From an optimization exercise on the open Yosys and OpenROAD flow, aimed at small area; shortcuts taken in it are not production practice.
The RTL was checked by simulation tests, not by an equivalence proof against the original design.
Power is estimated from default activity; no workload was simulated.

## flow/design.v (module list and top-level ports; edited modules follow where they fit)
// module back_ground_draw: 23 lines
// module ring_rom: 87 lines
// module player_object: 63 lines
// module player_rom: 940 lines
// module static_rom: 1540 lines
// module double_ball_object: 11 lines
// module db_rom: 388 lines
// module gate_object: 16 lines
// module gate_rom: 330 lines
// module ball_object: 18 lines
// module ball_mask_rom: 44 lines
// module ball_color_rom: 229 lines
// module hit: 31 lines
// module objects_mux: 19 lines
// module foosball_renderer: 92 lines
module foosball_renderer (
	input  logic        clk,
	input  logic        resetN,
	input  logic [10:0] pixel_x,         
	input  logic [10:0] pixel_y,         
	input  logic [10:0] p1_y,            
	input  logic [10:0] p2_y,            
	input  logic        p1_lie,          
	input  logic        p2_lie,          
	input  logic [10:0] ball1_x,
	input  logic [10:0] ball1_y,
	input  logic [10:0] ball2_x,
	input  logic [10:0] ball2_y,
	input  logic        double_ball_ena,
	input  logic        goal_ena,
	input  logic        game_over_ena,
	output logic [7:0]  vga_r,
	output logic [7:0]  vga_g,
	output logic [7:0]  vga_b,
	output logic        collision1,
	output logic        doubleball1,
	output logic        goal_left1,
	output logic        goal_right1,
	output logic        x_dir1,
	output logic        y_dir1,
	output logic        collision2,
	output logic        doubleball2,
	output logic        goal_left2,
	output logic        goal_right2,
	output logic        x_dir2,
	output logic        y_dir2
);
  // ...
==> flow/flow/run.sh <==
#!/bin/bash
# Own layout flow: the standard ORFS flow (standard.sh) with two changes
# in synthesis only:
#  - ABC maps the logic with flow/area.abc (&deepsyn restructuring, then
#    area-oriented &nf mapping with mfs2 resynthesis, repeated) instead of
#    ORFS's abc_area.script;
#  - no full/half-adder extraction (ADDER_MAP_FILE empty), so adders are
#    mapped by ABC like the rest of the logic.
# Registers, their names and cell types come from the same Yosys steps as the
# standard synthesis. Everything after synthesis is the standard flow, with
# the extra ORFS make variables listed in flow/make_vars, if any.
set -euo pipefail
W=$(pwd)

# ORFS synth.tcl, with the abc call pointed at our script
sed 's#log_cmd abc {\*}\$abc_args#log_cmd abc {*}[lreplace $abc_args 1 1 '"$W"'/flow/area.abc]#' \
	"$FLOW_HOME/scripts/synth.tcl" > "$W/own_synth.tcl"
grep -q "flow/area.abc" "$W/own_synth.tcl"

# The standard flow's synthesis wrapper, sourcing that synth.tcl
sed 's#source \$::env(SCRIPTS_DIR)/synth.tcl#source '"$W"'/own_synth.tcl#' synth_recipe.tcl > "$W/own_synth_recipe.tcl"
grep -q "own_synth.tcl" "$W/own_synth_recipe.tcl"

# standard.sh with that synthesis script, no adder extraction and the extra
# make variables in flow/make_vars (one NAME=VALUE per line, @W@ standing
# for the work folder)
EXTRA="ADDER_MAP_FILE="
if [[ -f flow/make_vars ]]; then EXTRA="$EXTRA $(grep -v '^#' flow/make_vars | sed "s#@W@#$W#g" | tr '\n' ' ')"; fi
sed 's#SYNTH_SCRIPT=[^ ]*#SYNTH_SCRIPT='"$W"'/own_synth_recipe.tcl '"$EXTRA"'#' standard.sh > "$W/own_standard.sh"
grep -q "own_synth_recipe.tcl ADDER_MAP_FILE=" "$W/own_standard.sh"

# ORFS writes each step's log under orfs/logs/; make's own output goes here
bash "$W/own_standard.sh" > "$W/own_standard.log" 2>&1
==> flow/flow/area.abc <==
strash
&get -n
&deepsyn -T 300
&put
strash
&get -n
&dch -f
&nf -R 1000
&put
mfs2
strash
&get -n
&dch -f
&nf -R 1000
&put
mfs2
strash
&get -n
&dch -f
&nf -R 1000
&put
mfs2
strash
&get -n
&dch -f
&nf -R 1000
&put
mfs2
strash
&get -n
&deepsyn -T 300
&put
strash
&get -n
&dch -f
&nf -R 1000
&put
mfs2
strash
&get -n
&dch -f
&nf -R 1000
&put
mfs2
strash
&get -n
&deepsyn -T 300
&put
strash
&get -n
&dch -f
&nf -R 1000
&put
mfs2
strash
&get -n
&dch -f
&nf -R 1000
&put
mfs2
strash
&get -n
&deepsyn -T 300
&put
strash
&get -n
&dch -f
&nf -R 1000
&put
mfs2
strash
&get -n
&dch -f
&nf -R 1000
&put
mfs2
strash
&get -n
&deepsyn -T 300
&put
strash
&get -n
&dch -f
&nf -R 1000
&put
mfs2
strash
&get -n
&dch -f
&nf -R 1000
&put
mfs2
strash
&get -n
&deepsyn -T 300
&put
strash
&get -n
&dch -f
&nf -R 1000
&put
mfs2
strash
&get -n
&dch -f
&nf -R 1000
&put
mfs2
strash
&get -n
&deepsyn -T 300
&put
strash
&get -n
&dch -f
&nf -R 1000
&put
mfs2
strash
&get -n
&dch -f
&nf -R 1000
&put
mfs2
strash
&get -n
&dch -f
&nf -R 1000
&put
==> flow/standard.sh <==
#!/bin/bash
# synth_recipe.tcl (not shown) runs the flow's synth.tcl, then flattens the netlist and writes it again
# the make line also repeats each setting of config.mk as NAME=value (left out here)
make -C /OpenROAD-flow-scripts/flow DESIGN_CONFIG=/design/flow/config.mk WORK_HOME=/design/flow/orfs CLKGATE_MAP_FILE= SYNTH_SCRIPT=/design/flow/synth_recipe.tcl "${@:-finish}"
==> flow/config.mk <==
export PLATFORM = sky130hd
export DESIGN_NAME = foosball_renderer
export DESIGN_NICKNAME = foosball_renderer
export VERILOG_FILES = /design/flow/design.v
export SDC_FILE = /design/flow/constraint.sdc
export NUM_CORES = 8
export LEC_CHECK = 0
export ABC_AREA = 1
export CAP_MARGIN = 20
export CORE_MARGIN = 2
export CORE_UTILIZATION = 25
export CTS_BUF_LIST = sky130_fd_sc_hd__clkbuf_2 sky130_fd_sc_hd__clkbuf_4 sky130_fd_sc_hd__clkbuf_8
export CTS_CLUSTER_SIZE = 40
export PLACE_DENSITY = 0.35
export SLEW_MARGIN = 20
export SYNTH_MEMORY_MAX_BITS = 32768
==> flow/constraint.sdc <==
create_clock -name core_clock -period 20.0 [get_ports {clk}]
set_input_delay 4.0000 -clock core_clock [delete_from_list [all_inputs] [get_ports {clk}]]
set_output_delay 4.0000 -clock core_clock [all_outputs]
set_load 0.01 [all_outputs]
==> out/summary.md, run 1 <==
The quantity of hold-fixing buffers added after cts is 0. The tools report the clock sink total as 36. Top power consumer group: combinational cells. Cells with a size suffix above 1 make up 7.775% of the layout. The number of nets at the end of the flow was 3,837; the maximum buffer depth of the clock tree was 2.

The logs give 442.3 ps for the worst hold slack after final layout and 4,738 for the post-route non-filler standard cell count. The flow inserted 978 tap cells. Summing all multi-input logic gate instances after layout gives 18,230 um^2.

The commonest cells after synthesis are 542 x sky130_fd_sc_hd__nand2_1, 533 x sky130_fd_sc_hd__nor2_1, 468 x sky130_fd_sc_hd__o21ai_0. The run gives 4 as the count of warnings emitted by yosys. The family of cells with the greatest summed delay on the critical path is simple AND/OR/NAND/NOR gates.

Total power: 2.156 mW. For the finished layout cell area, the log shows 23,230 um^2. The worst setup path is captured at a flip-flop. The element type at the critical path start was an input pin.

After filler insertion, the fill cell instance count of the layout stands at 8,787. Row generation in the floorplan step produced 101 rows. The most critical setup path has its startpoint at pixel_x[0]. The main flop type after synthesis was sky130_fd_sc_hd__dfrtp_1. The tools report the worst min-delay path startpoint as rgb_r[6]. The run finished with no timing, DRC or antenna violations. For the final wirelength, the log shows 212,100 um.

The logs give 0 for the total setup violations reported at the end of the flow and 0 for the remaining routing DRC violations. The xor and xnor area share after synthesis is 5.611%. Adder-cell share of the synthesized area: 0.7359%. The number of levels in the clock H-tree is 2, and the largest clock skew in the final design is 9.820 ps. Static timing analysis puts the maximum clock frequency at 0.06942 GHz. After detailed routing, the number of vias per cell comes to 7.718. The share of the final layout cell area in sequential cells was 3.597%. The final count of hold timing violations came out at 0. For this run, the total global-route usage over all layers was measured as 52.35%. The run gives 0 as the number of violations of the max-capacitance limit. Multi-input combinational cells in the finished layout were counted as 3,342. The placed instances occupy a cell area of 23,020 um^2. The slowest stage of the critical path belongs to the cell sky130_fd_sc_hd__xor2_1. In this run, post-CTS repair resized a total of 0 instances.

End point of the critical path: rgb_r[2]. Leaving out the clock tree, the finished layout contains a buffer count of 328. The first-pass iteration count of the detailed router is 14.
==> inputs of run 2 (changes only) <==
--- a/flow/flow/area.abc
+++ b/flow/flow/area.abc
@@ -125,5 +125,53 @@
 strash
 &get -n
+&deepsyn -T 300
+&put
+strash
+&get -n
 &dch -f
 &nf -R 1000
 &put
+mfs2
+strash
+&get -n
+&dch -f
+&nf -R 1000
+&put
+mfs2
+strash
+&get -n
+&deepsyn -T 300
+&put
+strash
+&get -n
+&dch -f
+&nf -R 1000
+&put
+mfs2
+strash
+&get -n
+&dch -f
+&nf -R 1000
+&put
+mfs2
+strash
+&get -n
+&deepsyn -T 300
+&put
+strash
+&get -n
+&dch -f
+&nf -R 1000
+&put
+mfs2
+strash
+&get -n
+&dch -f
+&nf -R 1000
+&put
+mfs2
+strash
+&get -n
+&dch -f
+&nf -R 1000
+&put
==> out/summary.md, run 2 <==
The DRC violation total after the first TritonRoute iteration is 7,725 (was 7,500), and the clock buffer count from CTS is 5 (unchanged). The run gives 0 (unchanged) as the count of final max-slew check failures. The tools report the starting utilization of the core area as 25.25% (was 25.16%).

The kind of capture point of the worst setup path was a flip-flop (unchanged). The count of flip-flops with a built-in enable after synthesis is 0 (unchanged), and the end-of-flow core utilization is 31.14% (was 30.69%). The post-layout worst setup margin was 4601 ps (was 5595 ps); the via count of the first global-routing pass was 33.03k (was 33.53k). Worst-skew pair later-pin latency: 280 ps (was 290 ps).

The minimum clock period after layout is 15,400 ps (was 14,410 ps), and the max-slew headroom at the worst pin is 3.009% (was 10.84%). The tools report the number of placed I/O pins as 131 (unchanged). The post-CTS setup-driven buffer insertion count was 0 (unchanged). The run gives 2.069 mW (was 2.156 mW) as the total power. The longest individual stage delay on the worst path came out at 880 ps (was 750 ps). For the number of violations of the max-capacitance limit, the log shows 0 (unchanged). The area overhead of the layout relative to synthesis came out at 23.32% (was 22.00%). The logs give 4.446% (was 4.389%) for the sequential share of the synthesized area and 425.8 ps (was 442.3 ps) for the worst hold slack after final layout. Most frequent standard cell in the layout excluding fill and tap cells: sky130_fd_sc_hd__nor2_1 (was sky130_fd_sc_hd__nand2_1). The average wire per standard cell works out to 44.73 um (was 44.76 um). Quantity of hold-fixing buffers added after cts: 0 (unchanged). The overall global routing resource usage is 53.64% (was 52.35%), and the area of the core region is 74,450 um^2 (was 75,700 um^2). Cell with the largest stage delay on the worst path: sky130_fd_sc_hd__mux2i_2 (was sky130_fd_sc_hd__xor2_1). Post-synthesis instance area: 18,800 um^2 (was 19,040 um^2). The number of gates resized after CTS was 0 (unchanged); the maximum fanout encountered on the critical timing path was 30 (was 33). The ratio of total power to cell area came out at 89.27 nW/um^2 (was 92.79 nW/um^2). The filler cell count in the final layout is 8,690 (was 8,787).

The startpoint-to-endpoint class of the critical path was in2reg (unchanged). The main flop type after synthesis was sky130_fd_sc_hd__dfrtp_1 (unchanged). The share of synthesized flip-flops with an asynchronous set or reset works out to 63.89% (unchanged). Clock sink total: 36 (unchanged).

Number of nets at the end of the flow: 3,833 (was 3,837). The share of the synthesized area in the top cell type was 12.43% (was 12.30%). The switching power as a share of total power is 71.35% (was 72.71%). The tools report the power share of the sequential group as 3.8% (was 3.7%).

Setup repair after global routing left no endpoint under its margin. The per-cell via count in the routed design was 7.669 (was 7.718). The post-route fraction of the period consumed by the critical path is 76.99% (was 72.03%). The number of levels in the clock H-tree came out at 2 (unchanged). The clock transition time at the flip-flop clock pins of the worst setup and hold paths is 70 ps (was 80 ps). The run gives 52 (was 80) as the pin count of the biggest net entering global routing. The tools report the row count as 100 (was 101). Element type at the critical path start: an input pin (unchanged). Count of warnings emitted by yosys: 4 (unchanged). The register bit count reported by yosys is 36 (unchanged), and the total setup violations reported at the end of the flow is 0 (unchanged).

The final wirelength is 212,600 um (was 212,100 um). The remaining global-route overflow was 0 (unchanged). Class of the most critical hold timing path: reg2reg (unchanged). The logs give 151,900 um (was 147,500 um) for the HPWL after detailed placement and 0 (unchanged) for the final count of hold timing violations. The most repeated library cell on the critical path is sky130_fd_sc_hd__o21ai_0 (was sky130_fd_sc_hd__nand2_1). The final weighted congestion in routability-driven placement is 1.154 (was 1.174), and the aggregate negative setup slack is 0 ps (unchanged). Leading registers by flop count: rgb_r (8), u_mux.t (8) (unchanged). The average size of a mapped cell works out to 5.532 um^2 (was 5.588 um^2). The buffer cell driving the clock tree root was sky130_fd_sc_hd__clkbuf_8 (unchanged).

The tools report the clock share of power as 3.2% (was 2.6%). Leading cell types in the layout, fill and taps excluded: 541 x sky130_fd_sc_hd__nor2_1, 538 x sky130_fd_sc_hd__nand2_1, 463 x sky130_fd_sc_hd__a21oi_1 (was 541 x sky130_fd_sc_hd__nand2_1, 510 x sky130_fd_sc_hd__nor2_1, 461 x sky130_fd_sc_hd__o21ai_0). TritonCTS built the clock tree. Remaining routing DRC violations: 0 (unchanged).

The logs give 0.5929 mW (was 0.5884 mW) for the internal power and 63 (unchanged) for the count of cell types in the netlist. The gate count of the mapped netlist came out at 3,398 (was 3,408). Cell taking the most area after synthesis: sky130_fd_sc_hd__a21oi_1 (was sky130_fd_sc_hd__o21ai_0). The required time of the critical path was 20,130 ps (was 20,170 ps). The layout cell share with drive strength beyond 1 works out to 8.264% (was 7.775%).

The tools report the switching power summed over all nets as 1.476 mW (was 1.567 mW). For the maximum buffer depth of the clock tree, the log shows 2 (unchanged). Maximum operating frequency: 0.06494 GHz (was 0.06942 GHz). Leading cell types by count after synthesis: 563 x sky130_fd_sc_hd__nor2_1, 539 x sky130_fd_sc_hd__nand2_1, 467 x sky130_fd_sc_hd__a21oi_1 (was 542 x sky130_fd_sc_hd__nand2_1, 533 x sky130_fd_sc_hd__nor2_1, 468 x sky130_fd_sc_hd__o21ai_0). The post-route antenna net violation count is 0 (unchanged).

The count of buffers inserted at the top-level ports was 101 (unchanged). The worst slack at placement is 4535 ps (was 5681 ps), and the die footprint is 77,400 um^2 (was 78,400 um^2). The logs give 10 (was 14) for the first-pass iteration count of the detailed router and 289,100 um (was 288,500 um) for the first-pass GRT wire length. The width of the chip is 278.2 um (was 280.0 um), and the worst ir drop on vdd is 0.04578 mV (was 0.05314 mV). The data arrival time of the critical path is 15,530 ps (was 14,570 ps). The tools report the vias after detailed routing as 36.45k (was 36.57k). The flow ran to the end and the layout has no timing, DRC or antenna violations. The tools report the combinational fraction of design power as 92.9% (was 93.7%). The vertical extent of the die works out to 278.2 um (was 280.0 um). The run gives 7.930 nW (was 7.963 nW) as the reported leakage power.

The most used standard cell by instance count after synthesis was sky130_fd_sc_hd__nor2_1 (was sky130_fd_sc_hd__nand2_1). Largest cells by area after synthesis: sky130_fd_sc_hd__a21oi_1 12%, sky130_fd_sc_hd__o21ai_0 12%, sky130_fd_sc_hd__nor2_1 11%, sky130_fd_sc_hd__nand2_1 11%, sky130_fd_sc_hd__a31oi_1 4.6% (was sky130_fd_sc_hd__o21ai_0 12%, sky130_fd_sc_hd__a21oi_1 12%, sky130_fd_sc_hd__nand2_1 11%, sky130_fd_sc_hd__nor2_1 11%, sky130_fd_sc_hd__a31oi_1 4.9%). The largest clock skew in the final design is 4.164 ps (was 9.820 ps), and the actual slew at the worst max-slew pin is 1444 ps (was 1321 ps). For the initial antenna violation count, the log shows 52 (was 26).
-- run 2: changes by cell type in the layout (fill, tap and decap cells not counted), moves of 12 or more --
cell,change
sky130_fd_sc_hd__a21oi_1,+25
sky130_fd_sc_hd__a31oi_1,-12
sky130_fd_sc_hd__a32oi_1,-12
sky130_fd_sc_hd__diode_2,+28
sky130_fd_sc_hd__nor2_1,+31
sky130_fd_sc_hd__nor2b_1,-14
sky130_fd_sc_hd__o211ai_1,-20
-- run 2: worst max-delay path: cells and delay by family --
kind,cells,cell delay (ps)
AO/OA/AOI/OAI,13,3670
AND/OR/NAND/NOR,12,3270
buffers and inverters,8,1940
XOR/XNOR,3,1240
multiplexers,1,880
adder cells (fa/ha/maj),1,420
-- run 2: cell families after synthesis --
kind of cell	Yosys count	synth area share, %
simple gates	1593	36.59
compound gates	1569	50.51
mux	7	0.3794
flops	36	4.446
other cells	1	0.01995
xor+xnor	124	5.777
buf+inv	50	1.318
fa+ha+maj	18	0.9585
-- run 2: layer usage --
layer / vias up / wire length (um) / global-route usage [%] / share of wire [%]
met4: 42 / 24690 / 46.68 / 12
met5: - / 675 / 6.442 / 0.32
met2: 4194 / 80240 / 71.24 / 38
met3: 1476 / 34450 / 32.62 / 16
met1: 16790 / 72540 / 58.82 / 34
li1: 13950 / - / - / -
-- run 2: area by class of cell --
cell class / count / area, um^2 / share of cell area [%]
flip-flops and latches: 36 / 835.8 / 3.606
multi-input cells: 3327 / 18020 / 77.73
clock inverters: 1 / 30.03 / 0.1295
inverters: 34 / 127.6 / 0.5505
diodes: 45 / 112.6 / 0.4858
well taps: 969 / 1212 / 5.230
repair buffers: 334 / 2748 / 11.85
clock buffers: 7 / 96.34 / 0.4156
-- run 2: final timing paths --
path / start / cells after the start / slack, ps / endpoint
max: pixel_x[5] / 38 / 4600 / rgb_r[4]
min: rgb_r[7] / 2 / 430 / u_mux.t[7]
max reg2reg: p2_r / 6 / 18340 / hit2.goal_left
min reg2reg: rgb_r[7] / 2 / 430 / u_mux.t[7]
max in group asynchronous: resetN / 1 / 15970 / b2_r
min in group asynchronous: resetN / 1 / 3680 / u_mux.t[6]
-- run 2: power groups by stage --
stage	logic (mW)	registers, mW	clock network [mW]
finish	1.92	0.0795	0.0672
global route	1.92	0.0800	0.0717
CTS	1.74	0.0795	0.0688
detailed placement	1.73	0.0810	0
global placement	1.79	0.0809	0
floorplan	0.898	0.0821	0
-- run 2: per-stage QoR --
| stage | std cells | area [um^2] |
|---|---|---|
| after detailed placement | 4690 | 22730 |
| final | 4753 | 23180 |
| after global routing | 4718 | 23090 |
| after global placement | 4690 | 22730 |
| after floorplan | 3413 | 18850 |
| after CTS | 4698 | 22860 |

==> static timing again, ports no longer ideal <==
How much do the figures lean on ideal ports? The routed layouts below were timed once more, with nothing changed but the port constraints.
Step 1 sets driving cells, clkbuf_16 on the clock port and buf_2 on the other inputs (assumed; they add their load-dependent delay and slew).
Step 2 adds t to the input delays and takes it off the output delays; t is the mean of the earliest and latest rising clock arrival at the registers after step 1. Input paths then give back, and output paths get back, about the clock's delay inside the block.
a / b / c = ideal ports / drivers / drivers and shift; a / b = the first two.
run | t (ns) | slack for setup (ns) | latest minus earliest clock arrival (ns) | pins driven straight from the clock port
run 1 | 0.312 | 5.595 / 5.596 / 5.284 | 0.010 / 0.010 | 1
run 2 | 0.306 | 4.601 / 4.610 / 4.304 | 0.004 / 0.005 | 1
After both steps every run listed still meets setup and hold. The setup slack of run 1, which loses most, moves by +0.001 ns with the drivers and by -0.311 ns with both steps.
